Context: an optimization exercise on an open-source flow, tuned for small area, a short achievable clock period and few clock cycles. The choices shown serve that exercise and are no tape-out recipe.
RTL that was checked went through simulation tests only; none was proved equivalent to the original.
No activity file was given, so power comes from the tool's default toggle rates.

## run 1
Design RV32i_top, start of the top module:
module RV32i_top (
    input  logic        clk_i,
    input  logic        resetn_i,
    input  logic        imem_valid_i,
    output logic [31:0] imem_add_o,
    input  logic [31:0] imem_data_i,
    output logic [31:0] dmem_add_o,
    input  logic [31:0] dmem_do_i,
    output logic [31:0] dmem_di_o,
    output logic        dmem_we_o,
    output logic        dmem_re_o,
    output logic [ 3:0] dmem_ble_o
);
Size: about 4800 cells after synthesis, roughly 1200 flip-flops, about 170 I/O pins.
==> flow/config.mk <==
export PLATFORM = sky130hd
export DESIGN_NAME = RV32i_top
export DESIGN_NICKNAME = RV32i_top
export VERILOG_FILES = /design/flow/design.v
export SDC_FILE = /design/flow/constraint.sdc
export NUM_CORES = 8
export LEC_CHECK = 0
export CAP_MARGIN = 20
export CORE_MARGIN = 2
export CORE_UTILIZATION = 40
export CTS_BUF_LIST = sky130_fd_sc_hd__clkbuf_8
export CTS_CLUSTER_DIAMETER = 100
export CTS_CLUSTER_SIZE = 12
export SLEW_MARGIN = 20
==> flow/constraint.sdc <==
create_clock -name core_clock -period 10.0 [get_ports {clk_i}]
set_input_delay 2.0000 -clock core_clock [delete_from_list [all_inputs] [get_ports {clk_i}]]
set_output_delay 2.0000 -clock core_clock [all_outputs]
set_load 0.01 [all_outputs]
standard.sh (not shown) runs the stock make flow with config.mk's settings and CLKGATE_MAP_FILE= SYNTH_SCRIPT=/design/flow/synth_recipe.tcl, a recipe that flattens the netlist after the stock synthesis.
==> flow/flow/run.sh <==
#!/bin/bash
# Layout: the standard flow (standard.sh), with the timing-repair knobs
# from flow/knobs.sh exported to ORFS. Each tool's output is in standard.log
# here and in ORFS's own logs under orfs/logs.
set -euo pipefail
source flow/knobs.sh
bash standard.sh > standard.log 2>&1
==> flow/flow/knobs.sh <==
export SETUP_SLACK_MARGIN=6.0
export BUFFER_PORTS_ARGS="-buffer_cell sky130_fd_sc_hd__buf_2"
export TNS_END_PERCENT=10
Testbench counts of run 1, summed over its fixed seeds: cycles 72,984.
Edits applied to the flow inputs when going from run 1 to run 2:
Settings: CTS_CLUSTER_SIZE: 12 -> unset; CTS_CLUSTER_DIAMETER: 100 -> unset; CTS_BUF_LIST: sky130_fd_sc_hd__clkbuf_8 -> unset.
==> flow/flow/knobs.sh <==
export SETUP_SLACK_MARGIN=6.0
export BUFFER_PORTS_ARGS="-buffer_cell sky130_fd_sc_hd__buf_2"
--- outcome ---
- Going from run 1 to run 2, peak supply drop increased about 40%; fraction of power consumed by combinational cells decreased 3.1 points; wire length of the first global-routing pass decreased 2900 µm; flip-flop and latch share of the layout cell area decreased 2.4 points.
- The synthesized instance count of run 2 and that of run 1 are within noise of each other.
- Relative to run 1, proportion of cell area spent on the clock network has gone up in run 2.
- Taking run 1 as the reference, in run 2 post-route non-filler standard cell count increased by 107 relative to the old numbers, number of H-tree levels climbed 1.
- The total power in run 2 is 1.16 times that in run 1.
- Going from run 1 to run 2, global-route usage fell by 0.26 points; share of total power consumed by net switching went down 2.6 points.
Inputs modified between run 2 and run 3:
Settings: putting CTS_CLUSTER_DIAMETER at 100 where nothing was set; putting CTS_CLUSTER_SIZE at 12 where nothing was set; putting CTS_BUF_LIST at sky130_fd_sc_hd__clkbuf_8 where nothing was set.
Diff run 2 -> run 3: share of the final layout cell area in sequential cells up 1.8 points, worst setup slack up 70 ps, design area down 3.4%.
Taking run 3 as 1.0, run 2 lands at 0.828 on initial antenna violation count.
The following lists how run 4 was set up differently from run 3:
==> flow/flow/knobs.sh <==
export SETUP_SLACK_MARGIN=6.2
export BUFFER_PORTS_ARGS="-buffer_cell sky130_fd_sc_hd__buf_1"
Findings:
Status | run 4 and run 3 | clean
The total number of vias of run 4 was inferior to that of run 3.
Summary of run 4 over run 3: count of non-filler cells in the finished layout +about 1.3%; total power of the final layout moved up; power share of the sequential group went down by 0.9 points; final standard cell utilization of the core went up 1.1 points.
### run 4 -> run 5
Settings: CTS_CLUSTER_SIZE changed from 12 to 16.
==> flow/flow/knobs.sh <==
export SETUP_SLACK_MARGIN=6.0
export BUFFER_PORTS_ARGS="-buffer_cell sky130_fd_sc_hd__buf_2"
## What came out
- Looking at run 4 and run 5, the total area of sequential cells is a wash.
- [compare] base=run 4 new=run 5: highest achievable clock rate dropped about 6%, total of cells resized after clock tree synthesis dropped about 40%, total power draw lost about 4%, core utilization shrank by 1.5 points.
- Count of clock-buffer cells in the layout, run 4 and run 5, higher one = run 4.
- In the flow results for run 4 and run 5, the detailed-route wire length is smaller on run 5.
- On run 5: count of non-filler cells in the finished layout is 141 lower than what run 4 gave.
- The timing startpoint of the critical path comes out dmem_do_i[23] in one run and imem_data_i[15] in the other, namely in run 5 and run 4 respectively.
- Run 5 did not stop at any stage, and its layout met the timing, DRC and antenna checks.
- Against run 4, via count of the first global-routing pass in run 5 fell by a few percent.
- In the metrics for run 4 and run 5, the one carrying the lower total net switching power is run 5.
#### Input delta (run 6 over run 5)
Settings: removing CTS_CLUSTER_DIAMETER (formerly 100); changing CTS_BUF_LIST from sky130_fd_sc_hd__clkbuf_8 to sky130_fd_sc_hd__clkbuf_4; removing CTS_CLUSTER_SIZE (formerly 16).
Findings:
Timing, DRC, antenna: 0 failures across run 6 and run 5
When run 6 is measured against run 5, its depth of the critical timing path with buffers and inverters included turns out 2 higher.
Wire length for run 6 is higher than for run 5.
Run 6 has less setup slack than run 5.
In the reports for run 6 and run 5, the larger global routing usage on met2 belongs to run 6.
Run 6 against run 5: net switching fraction of the power dropped 1.7 points, design area saw an increase, total power rose by 1.8 mW, cell count climbed 407, detailed route wirelength on metal3 now sits lower.
Sort run 6 and run 5 by first-iteration DRC count desc -> top: run 6
Run comparison: run 5 end point of the critical path ex_b_q[15]; run 6 end point of the critical path ex_a_q[4]
Placer congestion estimate: run 6 vs run 5 identical

---

RV32i_top, a different RTL version from the one above (not shown whole).
Size: ~1200 flip-flops, ~58000 um^2 of cells after synthesis.
==> flow/config.mk <==
export PLATFORM = sky130hd
export DESIGN_NAME = RV32i_top
export DESIGN_NICKNAME = RV32i_top
export VERILOG_FILES = /design/flow/design.v
export SDC_FILE = /design/flow/constraint.sdc
export NUM_CORES = 8
export LEC_CHECK = 0
export CAP_MARGIN = 20
export CORE_MARGIN = 2
export CORE_UTILIZATION = 40
export SLEW_MARGIN = 20
==> flow/constraint.sdc <==
create_clock -name core_clock -period 10.0 [get_ports {clk_i}]
set_input_delay 2.0000 -clock core_clock [delete_from_list [all_inputs] [get_ports {clk_i}]]
set_output_delay 2.0000 -clock core_clock [all_outputs]
set_load 0.01 [all_outputs]
==> flow/flow/knobs.sh <==
export SETUP_SLACK_MARGIN=6.0
export BUFFER_PORTS_ARGS="-buffer_cell sky130_fd_sc_hd__buf_2"
Scripts as last shown in full above: flow/flow/run.sh
Then changed:
--- a/flow/config.mk
+++ b/flow/config.mk
@@ -9,3 +9,3 @@
 export CORE_MARGIN = 2
-export CORE_UTILIZATION = 40
+export CORE_UTILIZATION = 60
 export SLEW_MARGIN = 20
What happened:
- This time the run reached the layout checks and failed them: max-capacitance violations
- worst setup slack degrades by 13 ps
- total power falls by 2.3%
- non-clock buffer count falls by 11
- flip-flop and latch count does not change
- hold slack improves by 11 ps
No functional check of the RTL was part of any run of this note.

---

Another version of the RTL of RV32i_top (not shown whole).
Size in the first run: about 4900 cells after synthesis, roughly 1200 flip-flops, roughly 170 I/O pins, ~59000 µm² of cells after synthesis.
export LEC_CHECK = 0
export CAP_MARGIN = 20
export CORE_MARGIN = 2
export CORE_UTILIZATION = 40
export SETUP_SLACK_MARGIN = 5
export SLEW_MARGIN = 20
create_clock -name core_clock -period 10.0 [get_ports {clk_i}]
run.sh (not shown) runs the stock make flow with config.mk's settings and CLKGATE_MAP_FILE= SYNTH_SCRIPT=/design/flow/synth_recipe.tcl, a recipe that flattens the netlist after the stock synthesis.
Stock flow here: none of the scripts above is used.
Testbench counts at the start, summed over its fixed seeds: cycles 72,984.
Next try:
==> flow/flow/run.sh (new file) <==
#!/bin/bash
# Layout: the standard flow (standard.sh), with the timing-repair knobs
# from flow/knobs.sh exported to ORFS. Each tool's output is in standard.log
# here and in ORFS's own logs under orfs/logs.
set -euo pipefail
source flow/knobs.sh
bash standard.sh > standard.log 2>&1
==> flow/flow/knobs.sh (new file) <==
export SETUP_SLACK_MARGIN=6.0
==> flow/standard.sh (new file) <==
#!/bin/bash
# synth_recipe.tcl (not shown) runs the flow's synth.tcl, then flattens the netlist and writes it again
# the make line also repeats each setting of config.mk as NAME=value (left out here)
make -C /OpenROAD-flow-scripts/flow DESIGN_CONFIG=/design/flow/config.mk WORK_HOME=/design/flow/orfs CLKGATE_MAP_FILE= SYNTH_SCRIPT=/design/flow/synth_recipe.tcl "${@:-finish}"
--- a/flow/config.mk
+++ b/flow/config.mk
@@ -9,4 +9,3 @@
 export CORE_MARGIN = 2
 export CORE_UTILIZATION = 40
-export SETUP_SLACK_MARGIN = 5
 export SLEW_MARGIN = 20
removed: flow/run.sh
Maximum frequency increases by a quarter to a third.
Clock power hardly moves.
Utilization rises by 2.9 points.
Final area climbs by a few percent.

---

== main ==
RV32i_top again, from the RTL that the note above started with.
export LEC_CHECK = 0
export CAP_MARGIN = 20
export CORE_MARGIN = 2
export CORE_UTILIZATION = 40
export SLEW_MARGIN = 20
create_clock -name core_clock -period 10.0 [get_ports {clk_i}]
Stock flow here: none of the scripts above is used.
Testbench counts of main, summed over its fixed seeds: cycles 72,984.
diff inputs: main => the feature branch
==> flow/flow/run.sh (new file) <==
#!/bin/bash
# Layout: the standard flow (standard.sh), with the timing-repair knobs
# from flow/knobs.sh exported to ORFS. Each tool's output is in standard.log
# here and in ORFS's own logs under orfs/logs.
set -euo pipefail
source flow/knobs.sh
bash standard.sh > standard.log 2>&1
==> flow/flow/knobs.sh (new file) <==
export SETUP_SLACK_MARGIN=6.5
export TNS_END_PERCENT=5
==> flow/standard.sh (new file) <==
#!/bin/bash
# synth_recipe.tcl (not shown) runs the flow's synth.tcl, then flattens the netlist and writes it again
# the make line also repeats each setting of config.mk as NAME=value (left out here)
make -C /OpenROAD-flow-scripts/flow DESIGN_CONFIG=/design/flow/config.mk WORK_HOME=/design/flow/orfs CLKGATE_MAP_FILE= SYNTH_SCRIPT=/design/flow/synth_recipe.tcl "${@:-finish}"
removed: flow/run.sh
## What came out
- All of main and the feature branch finish clean.
- Diff main -> the feature branch | share of the clock period used by the worst path | decrease of 22 points
- Antenna diode instance count: the feature branch higher than main
- The feature branch does better than main on worst setup slack.

[separate check: timing with driven ports]
The flow's constraints put no driver on any port. The routed layouts listed below were extracted and timed again, unchanged, in two steps. Step 1, drivers: a clkbuf_16 drives clk_i and a buf_2 each remaining input, both assumed. Step 2, shift: input delay + t, output delay - t, t = (earliest + latest rising clock arrival at the registers) / 2. This alone moves slack from input paths to output paths. a / b / c = ideal / step 1 / step 2; a / b = the first two.
run | t, ns | slack for setup (ns) | worst hold slack (ns) | slew at the worst register clock pin (ns) | worst slew at a driven data input, ns
run 1 | 0.931 | 5.739 / 5.766 / 4.834 | 0.383 / 0.383 / 0.383 | 0.11 / 0.11 | 0.11
run 2 | 0.843 | 5.829 / 5.819 / 4.976 | 0.386 / 0.386 / 0.386 | 0.07 / 0.07 | 0.10
run 3 | 0.912 | 5.899 / 5.904 / 4.992 | 0.379 / 0.379 / 0.379 | 0.10 / 0.10 | 0.10
run 4 | 0.959 | 6.074 / 6.081 / 5.122 | 0.388 / 0.388 / 0.388 | 0.11 / 0.11 | 0.09
run 5 | 0.920 | 5.833 / 5.860 / 4.940 | 0.394 / 0.394 / 0.394 | 0.12 / 0.12 | 0.10
run 6 | 1.346 | 5.766 / 5.787 / 4.441 | 0.388 / 0.388 / 0.388 | 0.09 / 0.09 | 0.11
the first run of note 2 | 0.865 | 5.798 / 5.798 / 4.993 | 0.394 / 0.394 / 0.394 | 0.08 / 0.08 | 0.13
the second run of note 2 | 0.835 | 5.785 / 5.782 / 4.947 | 0.406 / 0.406 / 0.406 | 0.07 / 0.07 | 0.16
the first run of note 3 | 0.847 | 4.787 / 4.840 / 3.993 | 0.356 / 0.356 / 0.356 | 0.07 / 0.07 | 0.13
the second run of note 3 | 0.865 | 5.774 / 5.771 / 4.906 | 0.357 / 0.357 / 0.357 | 0.07 / 0.07 | 0.13
main | 0.866 | 3.598 / 3.598 / 2.816 | 0.354 / 0.354 / 0.354 | 0.07 / 0.07 | 0.15
the feature branch | 0.852 | 5.781 / 5.782 / 4.932 | 0.362 / 0.362 / 0.362 | 0.08 / 0.08 | 0.15
The setup slack of run 6, which loses most, moves by +0.021 ns with the drivers and by -1.325 ns with both steps.
